From an optimization exercise on the open Yosys and OpenROAD flow, aimed at small area; shortcuts taken in it are not production practice.
Where RTL was checked, it was by simulation tests only, not by an equivalence proof against the original.
No driver is modelled on the clock port, so clocking that relies on it looks cheaper here than on a real chip.
Power and IR drop assume default switching activity.

==> flow/design.v (excerpt) <==
module udma_i2c_control
(
	input  logic                      clk_i,
	input  logic                      rstn_i,
	input  logic                [3:0] ext_events_i,
	input  logic                [7:0] data_tx_i,
	input  logic                      data_tx_valid_i,
	output logic                      data_tx_ready_o,
	output logic                [7:0] data_rx_o,
	output logic                      data_rx_valid_o,
	input  logic                      data_rx_ready_i,
	input  logic                      sw_rst_i,
	output logic                      busy_o,
	output logic                      al_o,
	output logic                      eot_o,
	output logic                      ack_no,
	output logic                      err_o,
	input  logic                      scl_i,
	output logic                      scl_o,
	output logic                      scl_oe,
	input  logic                      sda_i,
	output logic                      sda_o,
	output logic                      sda_oe,
    input  logic [31:0] udma_cmd_i,
    input  logic udma_cmd_valid_i,
    output logic udma_cmd_ready_o
);
Size: roughly 540 cells after synthesis, roughly 120 flip-flops.
export LEC_CHECK = 0
export CAP_MARGIN = 20
export CORE_MARGIN = 2
export CORE_UTILIZATION = 40
export SLEW_MARGIN = 20
create_clock -name core_clock -period 5.0 [get_ports {clk_i}]
standard.sh (not shown) runs the stock make flow with config.mk's settings and CLKGATE_MAP_FILE= SYNTH_SCRIPT=/design/flow/synth_recipe.tcl, a recipe that flattens the netlist after the stock synthesis.
==> flow/flow/run.sh <==
#!/bin/bash
# Layout flow: the standard ORFS flow (standard.sh) with three changes.
#  1. Synthesis: the same synthesis script (synth_recipe.tcl -> ORFS synth.tcl),
#     except that ABC maps the combinational logic with flow/area.abc (an
#     area-oriented script) instead of ORFS's delay-oriented abc_speed script.
#     Adders are left to ABC too (no extract_fa / adder techmap step).
#     Flip-flops are mapped apart from both, so registers, their names and
#     cell types are those of the standard synthesis.
#  2. Port buffers use the smallest buffer cell (buf_1).
#  3. The clock tree is built by flow/manual_cts.tcl, run by ORFS's CTS step
#     (PRE_CTS_TCL hook) on the placed design: the clock port drives one
#     root buffer (buf_6), which drives four leaf buffers (buf_12), each
#     placed at the centre of the quarter of the flip-flops it drives (the
#     quarters come from recursive bisection of their locations). TritonCTS
#     is told to skip these nets; the rest of the CTS step (placement
#     legalisation, timing repair) runs as usual.
# The tools' logs are ORFS's own, under orfs/logs; make's output goes to
# flow_make.log, and the generated scripts stay in this folder.
set -euo pipefail
here=$(pwd)

# ORFS synth.tcl with the ABC script replaced
sed -e 's|^\(\s*\)log_cmd abc {\*}\$abc_args$|\1log_cmd abc -script $::env(MY_ABC_SCRIPT) {*}[lrange $abc_args 2 end]|' \
    -e 's|^\(\s*\)\[env_var_exists_and_non_empty ADDER_MAP_FILE\] &&$|\10 \&\&|' \
    "$FLOW_HOME/scripts/synth.tcl" > "$here/my_synth_core.tcl"
grep -q 'MY_ABC_SCRIPT' "$here/my_synth_core.tcl"
grep -q '^\s*0 &&$' "$here/my_synth_core.tcl"

# The standard flow's synthesis wrapper, sourcing the script above
sed "s|source \$::env(SCRIPTS_DIR)/synth.tcl|source $here/my_synth_core.tcl|" \
    "$here/synth_recipe.tcl" > "$here/my_synth.tcl"
grep -q 'my_synth_core.tcl' "$here/my_synth.tcl"

# standard.sh, with the synthesis script above
sed "s|SYNTH_SCRIPT=[^ ]*|SYNTH_SCRIPT=$here/my_synth.tcl|" "$here/standard.sh" > "$here/my_standard.sh"
grep -q 'my_synth.tcl' "$here/my_standard.sh"

export MY_ABC_SCRIPT="$here/flow/area.abc"
export BUFFER_PORTS_ARGS="-buffer_cell sky130_fd_sc_hd__buf_1"
export PRE_CTS_TCL="$here/flow/manual_cts.tcl"
export MCTS_LEVELS=2
export MCTS_LEAF=sky130_fd_sc_hd__buf_12
export MCTS_ROOT=sky130_fd_sc_hd__buf_6
export CTS_ARGS="-sink_clustering_enable -repair_clock_nets -dont_use_dummy_load"
bash "$here/my_standard.sh" > "$here/flow_make.log" 2>&1
Other scripts of this flow, unchanged in this note and not shown: flow/flow/area.abc, flow/flow/manual_cts.tcl
The baseline went through all stages and came out clean.
Next try:
--- a/flow/flow/run.sh
+++ b/flow/flow/run.sh
@@ -5 +5,3 @@
-#     area-oriented script) instead of ORFS's delay-oriented abc_speed script.
+#     area-oriented script) instead of ORFS's delay-oriented abc_speed script,
+#     once for each of three seeds of its &deepsyn step, keeping the smallest
+#     result (flow/abc_best.tcl).
@@ -23 +25 @@
-sed -e 's|^\(\s*\)log_cmd abc {\*}\$abc_args$|\1log_cmd abc -script $::env(MY_ABC_SCRIPT) {*}[lrange $abc_args 2 end]|' \
+sed -e 's|^\(\s*\)log_cmd abc {\*}\$abc_args$|\1my_abc_best $abc_args $lib_args|' \
@@ -26 +28 @@
-grep -q 'MY_ABC_SCRIPT' "$here/my_synth_core.tcl"
+grep -q 'my_abc_best' "$here/my_synth_core.tcl"
@@ -30 +32 @@
-sed "s|source \$::env(SCRIPTS_DIR)/synth.tcl|source $here/my_synth_core.tcl|" \
+sed "s|source \$::env(SCRIPTS_DIR)/synth.tcl|source $here/flow/abc_best.tcl; source $here/my_synth_core.tcl|" \
@@ -38 +40,7 @@
-export MY_ABC_SCRIPT="$here/flow/area.abc"
+# one ABC script per &deepsyn seed
+export MY_ABC_SEEDS="0 1 2"
+export MY_ABC_DIR="$here"
+for seed in $MY_ABC_SEEDS; do
+  sed "s|^&deepsyn \(.*\)$|\&deepsyn \1 -S $seed|" "$here/flow/area.abc" > "$here/area_s$seed.abc"
+  grep -q -- "-S $seed" "$here/area_s$seed.abc"
+done
==> flow/flow/abc_best.tcl (new file) <==
# ABC with the area script run once per seed of its &deepsyn step
# (MY_ABC_SEEDS, scripts MY_ABC_DIR/area_s<seed>.abc); the smallest result
# is kept. Only combinational logic is mapped here: flip-flops are already
# mapped, so every run has the same registers.
proc my_abc_best {abc_args lib_args} {
  set rest [lrange $abc_args 2 end]
  design -save my_pre_abc
  set best ""
  set best_area 0
  foreach s $::env(MY_ABC_SEEDS) {
    design -load my_pre_abc
    abc -script $::env(MY_ABC_DIR)/area_s$s.abc {*}$rest
    tee -q -o $::env(MY_ABC_DIR)/stat_s$s.txt stat {*}$lib_args
    set fh [open $::env(MY_ABC_DIR)/stat_s$s.txt r]
    set txt [read $fh]
    close $fh
    if {![regexp {Chip area for module '[^']*': ([0-9.]+)} $txt -> area]} {
      error "no area in stat output for ABC seed $s"
    }
    puts "ABC seed $s: area $area"
    if {$best eq "" || $area < $best_area} {
      set best $s
      set best_area $area
      design -save my_best_abc
    }
  }
  design -load my_best_abc
  puts "ABC: kept seed $best (area $best_area)"
}
=>
- The changed run ran to the end with no violations
- core utilization stays the same
- final cell count stays the same
- combinational power hardly moves
- wire length stays the same
- total power does not change
- global-route usage stays the same
- worst hold slack stays the same
- setup slack does not change
- area after synthesis is unchanged


Another version of the RTL of udma_i2c_control (not shown whole).
For scale: about 720 cells after synthesis, about 0.0066 sq mm of cells after synthesis.
export LEC_CHECK = 0
export CAP_MARGIN = 20
export CORE_MARGIN = 2
export CORE_UTILIZATION = 40
export SLEW_MARGIN = 20
create_clock -name core_clock -period 5.0 [get_ports {clk_i}]
==> flow/flow/run.sh <==
#!/bin/bash
# Layout flow: the standard ORFS flow (standard.sh), with
#  - port buffers of the smallest buffer cell instead of clkdlybuf4s50_1,
#  - clock tree synthesis without dummy loads and with small clock buffers.
# Each tool's output goes to the ORFS logs under orfs/logs; make's own output
# goes to flow_make.log in this folder.
set -euo pipefail
export BUFFER_PORTS_ARGS="-buffer_cell sky130_fd_sc_hd__buf_1"
export CTS_ARGS="-sink_clustering_enable -repair_clock_nets -dont_use_dummy_load -buf_list {sky130_fd_sc_hd__clkbuf_4 sky130_fd_sc_hd__clkbuf_8}"
bash standard.sh > flow_make.log 2>&1
Rerun with:
--- a/flow/flow/run.sh
+++ b/flow/flow/run.sh
@@ -9 +9 @@
-export CTS_ARGS="-sink_clustering_enable -repair_clock_nets -dont_use_dummy_load -buf_list {sky130_fd_sc_hd__clkbuf_4 sky130_fd_sc_hd__clkbuf_8}"
+export CTS_ARGS="-sink_clustering_enable -repair_clock_nets -dont_use_dummy_load -buf_list sky130_fd_sc_hd__clkbuf_4 -root_buf sky130_fd_sc_hd__clkbuf_8 -sink_clustering_size 20 -sink_clustering_max_diameter 300"
Result:
- design area went down by 1.4%
- cell count does not change
- core utilization went down by 0.63 points
- die area stays the same
- area after synthesis is unchanged
- synthesized cell count is unchanged
Rerun with:
--- a/flow/flow/run.sh
+++ b/flow/flow/run.sh
@@ -9 +9 @@
-export CTS_ARGS="-sink_clustering_enable -repair_clock_nets -dont_use_dummy_load -buf_list sky130_fd_sc_hd__clkbuf_4 -root_buf sky130_fd_sc_hd__clkbuf_8 -sink_clustering_size 20 -sink_clustering_max_diameter 300"
+export CTS_ARGS="-sink_clustering_enable -repair_clock_nets -dont_use_dummy_load -buf_list sky130_fd_sc_hd__clkbuf_8"
Effect: First-iteration DRC count rises by roughly a tenth. Die area does not change. Fmax is lower slightly. Worst setup slack loses 0.023 ns.
Rerun with:
--- a/flow/flow/run.sh
+++ b/flow/flow/run.sh
@@ -9 +9 @@
-export CTS_ARGS="-sink_clustering_enable -repair_clock_nets -dont_use_dummy_load -buf_list sky130_fd_sc_hd__clkbuf_8"
+export CTS_ARGS="-sink_clustering_enable -repair_clock_nets -dont_use_dummy_load -buf_list sky130_fd_sc_hd__clkbuf_8 -sink_clustering_size 40 -sink_clustering_max_diameter 300"
Effect:
- The changed run ran to the end with no violations
- synthesized cell count is unchanged
- synthesized area stays the same
- routed wire length stays the same
- global-route usage is unchanged
- first-iteration DRC count stays the same
- fmax is unchanged
- final cell count does not change
- clock power barely changes
No functional check of the RTL was part of any run of this note.


job 3636:
Another version of the RTL of udma_i2c_control (not shown whole).
For scale: about 550 cells after synthesis, about 120 flip-flops, ~72 I/O pins, about 5400 sq um of cells after synthesis.
clock: 5.0 ns
lec_check: 0
cap_margin: 20
core_margin: 2
core_utilization: 40
slew_margin: 20
==> flow/flow/run.sh <==
#!/bin/bash
# Layout flow: the standard ORFS flow (standard.sh) with three changes.
#  1. Synthesis: the same synthesis script (synth_recipe.tcl -> ORFS synth.tcl),
#     except that ABC maps the combinational logic with flow/area.abc (an
#     area-oriented script) instead of ORFS's delay-oriented abc_speed script.
#     Adders are left to ABC too (no extract_fa / adder techmap step).
#     Flip-flops are mapped apart from both, so registers, their names and
#     cell types are those of the standard synthesis.
#  2. Port buffers use the smallest buffer cell (buf_1).
#  3. The clock tree is built by flow/manual_cts.tcl, run by ORFS's CTS step
#     (PRE_CTS_TCL hook) on the placed design: the clock port drives one
#     root buffer (buf_6), which drives four leaf buffers (buf_12), each
#     placed at the centre of the quarter of the flip-flops it drives (the
#     quarters come from recursive bisection of their locations). TritonCTS
#     is told to skip these nets; the rest of the CTS step (placement
#     legalisation, timing repair) runs as usual.
# The tools' logs are ORFS's own, under orfs/logs; make's output goes to
# flow_make.log, and the generated scripts stay in this folder.
set -euo pipefail
here=$(pwd)

# ORFS synth.tcl with the ABC script replaced
sed -e 's|^\(\s*\)log_cmd abc {\*}\$abc_args$|\1log_cmd abc -script $::env(MY_ABC_SCRIPT) {*}[lrange $abc_args 2 end]|' \
    -e 's|^\(\s*\)\[env_var_exists_and_non_empty ADDER_MAP_FILE\] &&$|\10 \&\&|' \
    "$FLOW_HOME/scripts/synth.tcl" > "$here/my_synth_core.tcl"
grep -q 'MY_ABC_SCRIPT' "$here/my_synth_core.tcl"
grep -q '^\s*0 &&$' "$here/my_synth_core.tcl"

# The standard flow's synthesis wrapper, sourcing the script above
sed "s|source \$::env(SCRIPTS_DIR)/synth.tcl|source $here/my_synth_core.tcl|" \
    "$here/synth_recipe.tcl" > "$here/my_synth.tcl"
grep -q 'my_synth_core.tcl' "$here/my_synth.tcl"

# standard.sh, with the synthesis script above
sed "s|SYNTH_SCRIPT=[^ ]*|SYNTH_SCRIPT=$here/my_synth.tcl|" "$here/standard.sh" > "$here/my_standard.sh"
grep -q 'my_synth.tcl' "$here/my_standard.sh"

export MY_ABC_SCRIPT="$here/flow/area.abc"
export BUFFER_PORTS_ARGS="-buffer_cell sky130_fd_sc_hd__buf_1"
export PRE_CTS_TCL="$here/flow/manual_cts.tcl"
export MCTS_LEVELS=2
export MCTS_LEAF=sky130_fd_sc_hd__buf_12
export MCTS_ROOT=sky130_fd_sc_hd__buf_6
export CTS_ARGS="-sink_clustering_enable -repair_clock_nets -dont_use_dummy_load"
bash "$here/my_standard.sh" > "$here/flow_make.log" 2>&1
==> flow/flow/area.abc <==
strash
&get -n
&deepsyn -T 20
&put
&get -n
&st
&dch -f
&nf -a -R 1000
&put
Other scripts of this flow, unchanged in this note and not shown: flow/flow/manual_cts.tcl
diff inputs: job 3636 => job 3442
Settings: changing CAP_MARGIN from 20 to 0; changing SLEW_MARGIN from 20 to 0.
==> flow/flow/area.abc <==
strash
&get -n
&deepsyn -T 20
&st
&dch -f
&nf -a -R 1000
&st
&dch -f
&nf -a -R 1000
&st
&dch -f
&nf -a -R 1000
&put
Findings:
- For the instance area at placement, job 3442 came in about 0.4% lower than job 3636 did.
- The core box area in job 3442 was lower than what job 3636 gave.
- The final layout from job 3442, which completed every stage, passed the timing, DRC and antenna checks at the end of the flow.
- Pin count of the biggest net entering global routing, job 3442 and job 3636, higher one = job 3442.
- Looking at overall routed net length, job 3442 sits 240 microns above job 3636.
- The aggregate global-route resource usage in job 3442 was higher than what job 3636 gave.
Relative to job 3442, the following input files were edited for job 1587:
Settings: SLEW_MARGIN: 0 -> 20; CAP_MARGIN: 0 -> 20.
==> summary.txt <==
- Job 1587 finished every step from synthesis to the final layout, and the layout passed the timing, DRC and antenna checks.
- Actual transition at the worst max-transition pin in job 1587 is 0.11 ns lower than in job 3442
- As far as maximum VDD drop is concerned, job 1587 and job 3442 perform about the same.
- Between job 1587 and job 3442, the global-route track usage on met1 figures differ only marginally.
- Internal power summed over all cells across job 1587 and job 3442: no real change.
- Clock skew across job 1587 and job 3442: no real change.


before:
udma_i2c_control, a different RTL version from the one above (not shown whole).
For scale: about 720 cells after synthesis, roughly 120 flip-flops, ~72 I/O pins, ~6500 um2 of cells after synthesis.
Settings: LEC_CHECK=0, CAP_MARGIN=20, CORE_MARGIN=2, CORE_UTILIZATION=65, SLEW_MARGIN=20; clock period 5.0 ns.
==> flow/flow/run.sh <==
#!/bin/bash
# Layout flow: the standard ORFS flow (standard.sh), with
#  - port buffers of the smallest buffer cell instead of clkdlybuf4s50_1,
#  - clock tree synthesis without dummy loads and with small clock buffers.
# Each tool's output goes to the ORFS logs under orfs/logs; make's own output
# goes to flow_make.log in this folder.
set -euo pipefail
export BUFFER_PORTS_ARGS="-buffer_cell sky130_fd_sc_hd__buf_1"
export CTS_ARGS="-sink_clustering_enable -repair_clock_nets -dont_use_dummy_load -buf_list sky130_fd_sc_hd__clkbuf_4 -root_buf sky130_fd_sc_hd__clkbuf_8 -sink_clustering_size 20 -sink_clustering_max_diameter 300"
bash standard.sh > flow_make.log 2>&1
### before -> after
- CORE_UTILIZATION changed from 65 to 40
[summary]
In the flow results for after and before, the weighted congestion reported at the end of routability-driven placement is smaller on after. Taking after as 1.0, before lands at 0.910 on pin count of the biggest net entering global routing. The run showing the greater final worst-path cycle share is after. Going from before to after, the power of the clock network was found to have gone up by about 4%. Compared with before, after shows final design instance area without fill higher by about 1.6%.


Another version of the RTL of udma_i2c_control (not shown whole).
Size in the first run: roughly 550 cells after synthesis, ~72 I/O pins, ~5400 um^2 of cells after synthesis.
clock: 5.0 ns
lec_check: 0
cap_margin: 20
core_margin: 2
core_utilization: 40
slew_margin: 20
==> flow/flow/run.sh <==
#!/bin/bash
# Layout flow: the standard ORFS flow (standard.sh) with three changes.
#  1. Synthesis: the same synthesis script (synth_recipe.tcl -> ORFS synth.tcl),
#     except that ABC maps the combinational logic with flow/area.abc (an
#     area-oriented script) instead of ORFS's delay-oriented abc_speed script.
#     Adders are left to ABC too (no extract_fa / adder techmap step).
#     Flip-flops are mapped apart from both, so registers, their names and
#     cell types are those of the standard synthesis.
#  2. Port buffers use the smallest buffer cell (buf_1).
#  3. Clock tree synthesis without dummy loads, with clkbuf_4 leaf buffers
#     and a clkbuf_8 root.
# The tools' logs are ORFS's own, under orfs/logs; make's output goes to
# flow_make.log, and the generated scripts stay in this folder.
set -euo pipefail
here=$(pwd)

# ORFS synth.tcl with the ABC script replaced
sed -e 's|^\(\s*\)log_cmd abc {\*}\$abc_args$|\1log_cmd abc -script $::env(MY_ABC_SCRIPT) {*}[lrange $abc_args 2 end]|' \
    -e 's|^\(\s*\)\[env_var_exists_and_non_empty ADDER_MAP_FILE\] &&$|\10 \&\&|' \
    "$FLOW_HOME/scripts/synth.tcl" > "$here/my_synth_core.tcl"
grep -q 'MY_ABC_SCRIPT' "$here/my_synth_core.tcl"
grep -q '^\s*0 &&$' "$here/my_synth_core.tcl"

# The standard flow's synthesis wrapper, sourcing the script above
sed "s|source \$::env(SCRIPTS_DIR)/synth.tcl|source $here/my_synth_core.tcl|" \
    "$here/synth_recipe.tcl" > "$here/my_synth.tcl"
grep -q 'my_synth_core.tcl' "$here/my_synth.tcl"

# standard.sh, with the synthesis script above
sed "s|SYNTH_SCRIPT=[^ ]*|SYNTH_SCRIPT=$here/my_synth.tcl|" "$here/standard.sh" > "$here/my_standard.sh"
grep -q 'my_synth.tcl' "$here/my_standard.sh"

export MY_ABC_SCRIPT="$here/flow/area.abc"
export BUFFER_PORTS_ARGS="-buffer_cell sky130_fd_sc_hd__buf_1"
export CTS_ARGS="-sink_clustering_enable -repair_clock_nets -dont_use_dummy_load -buf_list sky130_fd_sc_hd__clkbuf_4 -root_buf sky130_fd_sc_hd__clkbuf_8 -sink_clustering_size 20 -sink_clustering_max_diameter 300"
bash "$here/my_standard.sh" > "$here/flow_make.log" 2>&1
==> flow/flow/area.abc <==
strash
&get -n
&deepsyn -T 20
&put
&get -n
&st
&dch -f
&nf -a -R 1000
&put
Change:
--- a/flow/flow/run.sh
+++ b/flow/flow/run.sh
@@ -35 +35 @@
-export CTS_ARGS="-sink_clustering_enable -repair_clock_nets -dont_use_dummy_load -buf_list sky130_fd_sc_hd__clkbuf_4 -root_buf sky130_fd_sc_hd__clkbuf_8 -sink_clustering_size 20 -sink_clustering_max_diameter 300"
+export CTS_ARGS="-repair_clock_nets -dont_use_dummy_load -buf_list sky130_fd_sc_hd__clkbuf_4 -root_buf sky130_fd_sc_hd__clkbuf_8"
Outcome: Worst setup slack stays the same. Wire length is unchanged. Non-clock buffer count does not change. Final area stays the same. Core utilization is unchanged. Cell count does not change. Sequential share of layout area is unchanged.

-- separate check: timing with driven ports --
Ports are ideal in the flow. The routed layouts listed here were re-timed in OpenROAD. Step 1 sets driving cells, clkbuf_16 on the clock port and buf_2 on the other inputs (assumed; they add their load-dependent delay and slew). Step 2 also shifts input and output timing later by t, the mid clock arrival at the registers, as if the neighbouring blocks saw the same clock. Three values: no drivers, after step 1, after step 2; two values: the first two.
run | t, ns | setup slack, ns | hold slack, ns | latest minus earliest clock arrival (ns) | slew at the worst register clock pin (ns)
the first run of note 1 | 0.365 | 1.634 / 1.600 / 1.718 | 0.391 / 0.391 / 0.391 | 0.015 / 0.016 | 0.12 / 0.12
the second run of note 1 | 0.365 | 1.634 / 1.600 / 1.718 | 0.391 / 0.391 / 0.391 | 0.015 / 0.016 | 0.12 / 0.12
the first run of note 2 | 0.471 | 1.346 / 1.309 / 1.548 | 0.448 / 0.448 / 0.448 | 0.019 / 0.019 | 0.07 / 0.07
the second run of note 2 | 0.436 | 1.368 / 1.332 / 1.530 | 0.465 / 0.465 / 0.465 | 0.030 / 0.030 | 0.10 / 0.10
the third run of note 2 | 0.471 | 1.346 / 1.309 / 1.548 | 0.448 / 0.448 / 0.448 | 0.019 / 0.019 | 0.07 / 0.07
the fourth run of note 2 | 0.471 | 1.346 / 1.309 / 1.548 | 0.448 / 0.448 / 0.448 | 0.019 / 0.019 | 0.07 / 0.07
job 3636 | 0.366 | 1.349 / 1.349 / 1.349 | 0.394 / 0.394 / 0.394 | 0.012 / 0.012 | 0.12 / 0.12
job 3442 | 0.368 | 1.556 / 1.556 / 1.556 | 0.394 / 0.394 / 0.394 | 0.014 / 0.014 | 0.12 / 0.12
job 1587 | 0.368 | 1.556 / 1.556 / 1.556 | 0.394 / 0.394 / 0.394 | 0.013 / 0.012 | 0.12 / 0.12
before | 0.441 | 1.580 / 1.580 / 1.580 | 0.423 / 0.423 / 0.423 | 0.036 / 0.036 | 0.11 / 0.11
after | 0.446 | 1.466 / 1.466 / 1.466 | 0.429 / 0.429 / 0.429 | 0.046 / 0.046 | 0.12 / 0.12
the first run of note 5 | 0.431 | 1.507 / 1.507 / 1.507 | 0.376 / 0.376 / 0.376 | 0.030 / 0.030 | 0.10 / 0.10
the second run of note 5 | 0.431 | 1.507 / 1.507 / 1.507 | 0.376 / 0.376 / 0.376 | 0.030 / 0.030 | 0.10 / 0.10
After both steps setup and hold are still met in every run listed.
